This design comes from an exercise in tuning for small area and a short achievable clock period on the open sky130 flow, not from production work.
In this exercise RTL edits were held to simulation tests only and were not proved equivalent to the original.

## goertzel_filter
module goertzel_filter
  (input  [13:0] input_signal,
   input  clk,
   input  rst,
   output [39:0] magnitude);
Size: roughly 2,000 cells after synthesis, roughly 71 flip-flops, ~56 I/O pins, ~22,000 µm² of cells after synthesis.
clock: 45.0 ns
lec_check: 0
cap_margin: 20
core_margin: 2
core_utilization: 40
slew_margin: 20
synth_hierarchical: 1
synth_minimum_keep_size: 0
standard.sh (not shown) runs the stock make flow with config.mk's settings and CLKGATE_MAP_FILE= SYNTH_SCRIPT=/design/flow/synth_recipe.tcl, a recipe that flattens the netlist after the stock synthesis.
==> flow/flow/run.sh <==
#!/bin/bash
set -euo pipefail
bash standard.sh SETUP_SLACK_MARGIN=27.5 finish > orfs_make.log 2>&1
The starting point finished with timing, DRC and antenna clean.
Edit:
==> flow/flow/run.sh (replaced) <==
#!/bin/bash
set -euo pipefail
bash standard.sh SETUP_SLACK_MARGIN=29 SETUP_MOVE_SEQUENCE=unbuffer,sizeup,swap finish > orfs_make.log 2>&1
CORE_UTILIZATION = 55   (was 40)
Result: Critical path depth went up by 3. Worst hold slack degrades by 0.016 ns. Design area went up by about 1.1%. Via count stays flat. Count of clock-buffer cells in the layout went down by 1. Synthesized cell count stays the same.

========
sierra:
Starting RTL as in the previous note.
// goertzel_filter
module goertzel_filter
  (input  [13:0] input_signal,
   input  clk,
   input  rst,
   output [39:0] magnitude);
  reg [17:0] q1, q2;
  reg [34:0] mag;
  assign magnitude = {5'b00000, mag};
  wire [19:0] q1x3 = {{2{q1[17]}}, q1} + {q1[17], q1, 1'b0};
  wire n1 = ~input_signal[11];
  wire n2 = ~input_signal[12];
  wire n3 = ~input_signal[13];
  wire n4 = ~input_signal[9];
  wire n5 = ~input_signal[10];
  wire s6 = ~(input_signal[5] ^ input_signal[2]);
  wire c7 = input_signal[5] | input_signal[2];
  wire s8, c9;
  gz_fa us8 (.a(input_signal[6]), .b(input_signal[3]), .c(input_signal[1]), .s(s8), .co(c9));
  wire s10 = ~(input_signal[7] ^ input_signal[4]);
  wire c11 = input_signal[7] | input_signal[4];
  wire s12 = ~(input_signal[8] ^ input_signal[5]);
  wire c13 = input_signal[8] | input_signal[5];
  wire s14, c15;
  gz_ha us14 (.a(input_signal[4]), .b(input_signal[1]), .s(s14), .co(c15));
  wire s16, c17;
  gz_fa us16 (.a(input_signal[0]), .b(n2), .c(n5), .s(s16), .co(c17));
  wire s18, c19;
  gz_fa us18 (.a(n3), .b(n1), .c(c7), .s(s18), .co(c19));
  wire s20, c21;
  gz_fa us20 (.a(input_signal[2]), .b(n2), .c(s10), .s(s20), .co(c21));
  wire s22, c23;
  gz_fa us22 (.a(input_signal[3]), .b(n3), .c(s12), .s(s22), .co(c23));
  wire s24, c25;
  gz_fa us24 (.a(input_signal[9]), .b(input_signal[6]), .c(input_signal[4]), .s(s24), .co(c25));
  wire s26 = ~(input_signal[10] ^ input_signal[7]);
  wire c27 = input_signal[10] | input_signal[7];
  wire s28 = ~(input_signal[11] ^ input_signal[8]);
  wire c29 = input_signal[11] | input_signal[8];
  wire s30, c31;
  gz_ha us30 (.a(n1), .b(n4), .s(s30), .co(c31));
  wire s32, c33;
  gz_fa us32 (.a(s6), .b(c15), .c(s16), .s(s32), .co(c33));
  wire s34, c35;
  gz_fa us34 (.a(s8), .b(c17), .c(s18), .s(s34), .co(c35));
  wire s36, c37;
  gz_fa us36 (.a(c9), .b(c19), .c(s20), .s(s36), .co(c37));
  wire s38, c39;
  gz_fa us38 (.a(c11), .b(c21), .c(s22), .s(s38), .co(c39));
  wire s40, c41;
  gz_fa us40 (.a(c13), .b(s24), .c(c23), .s(s40), .co(c41));
  wire s42, c43;
  gz_fa us42 (.a(input_signal[5]), .b(s26), .c(c25), .s(s42), .co(c43));
  wire s44, c45;
  gz_fa us44 (.a(input_signal[6]), .b(s28), .c(c27), .s(s44), .co(c45));
  wire n46 = ~q1[17];
  wire n47 = ~q1x3[7];
  wire n48 = ~q1x3[8];
  wire n49 = ~q1x3[9];
  wire n50 = ~q1x3[10];
  wire n51 = ~q1x3[11];
  ...
export LEC_CHECK = 0
export CAP_MARGIN = 20
export CORE_MARGIN = 2
export CORE_UTILIZATION = 55
export CTS_BUF_LIST = sky130_fd_sc_hd__clkbuf_8
export CTS_CLUSTER_SIZE = 40
export SLEW_MARGIN = 20
export SYNTH_HIERARCHICAL = 1
export SYNTH_MINIMUM_KEEP_SIZE = 0
export TNS_END_PERCENT = 10
create_clock -name core_clock -period 45.0 [get_ports {clk}]
==> flow/flow/run.sh <==
#!/bin/bash
set -euo pipefail
bash standard.sh SETUP_SLACK_MARGIN=28.5 finish > orfs_make.log 2>&1
Modified inputs, xenon compared to sierra
Settings: removing CTS_CLUSTER_SIZE (formerly 40); removing TNS_END_PERCENT (formerly 10); removing CTS_BUF_LIST (formerly sky130_fd_sc_hd__clkbuf_8).
==> flow/flow/run.sh <==
#!/bin/bash
set -euo pipefail
bash standard.sh SETUP_SLACK_MARGIN=28.5 SETUP_MOVE_SEQUENCE=unbuffer,sizeup,swap,buffer finish > orfs_make.log 2>&1
[summary]
- On fmax, xenon and sierra are basically level.
- [compare] base=sierra new=xenon: sequential share of layout area closely matched the old numbers, post-route clock period utilization neither gained nor lost much, fraction of cell area in non-clock buffers has increased.
- Comparing xenon and sierra, the lower met3 demand-to-capacity share in global routing is on xenon.
- Least setup slack across all paths after layout in xenon is 17 ps above sierra.
- Comparing xenon and sierra, the lower maximum net fanout on the critical path was measured on xenon.
Here is what was changed in the inputs of nickel compared with xenon.
Settings: CTS_BUF_LIST now sky130_fd_sc_hd__clkbuf_8, previously not set; CTS_CLUSTER_SIZE now 40, previously not set.
==> flow/flow/run.sh <==
#!/bin/bash
set -euo pipefail
bash standard.sh SETUP_SLACK_MARGIN=29 finish > orfs_make.log 2>&1
Findings:
nickel ran to completion and came out clean on the timing, design-rule and antenna checks. Wire length: nickel vs xenon, no meaningful difference. In nickel, the average detailed-routed wire length per instance came out 0.14 µm below the value in xenon. xenon and nickel ended up with nearly the same share of cell area taken by multi-input logic gates. First-pass GRT wire length across xenon and nickel: no real change. Taking xenon as the reference, in nickel clock-cell share of area went down, clock skew went up, TritonCTS buffer count did not really move, via count did not really move. On peak clock frequency supported by timing, xenon and nickel are basically level. Looking at buffers plus inverters on the worst setup path, nickel sits 1 lower than xenon does.

static timing again, ports no longer ideal:
No port has a modelled driver above. Below, the same layouts with a new extraction and two added sets of constraints. Step 1 sets driving cells, clkbuf_16 on the clock port and buf_2 on the other inputs (assumed; they add their load-dependent delay and slew). Step 2 moves the port delays by t, midway between the first and last clock arrival at a register: inputs arrive t later, outputs are due t later. That takes back most of the time a late clock gives input paths. a / b / c = ideal / step 1 / step 2; a / b = the first two.
run | t (ns) | slack for setup (ns) | latest minus earliest clock arrival (ns) | pins driven straight from the clock port
the first run of note 1 | 0.439 | 27.783 / 27.802 / 27.364 | 0.015 / 0.015 | 1
the second run of note 1 | 0.429 | 28.418 / 28.409 / 27.980 | 0.018 / 0.018 | 1
sierra | 0.482 | 28.613 / 28.647 / 28.165 | 0.023 / 0.023 | 1
xenon | 0.426 | 28.630 / 28.646 / 28.220 | 0.012 / 0.011 | 1
nickel | 0.473 | 28.638 / 28.625 / 28.152 | 0.028 / 0.028 | 1
After both steps every run listed still meets setup and hold. For nickel, which loses most, drivers alone change the setup slack by -0.013 ns; drivers and shift together by -0.486 ns.
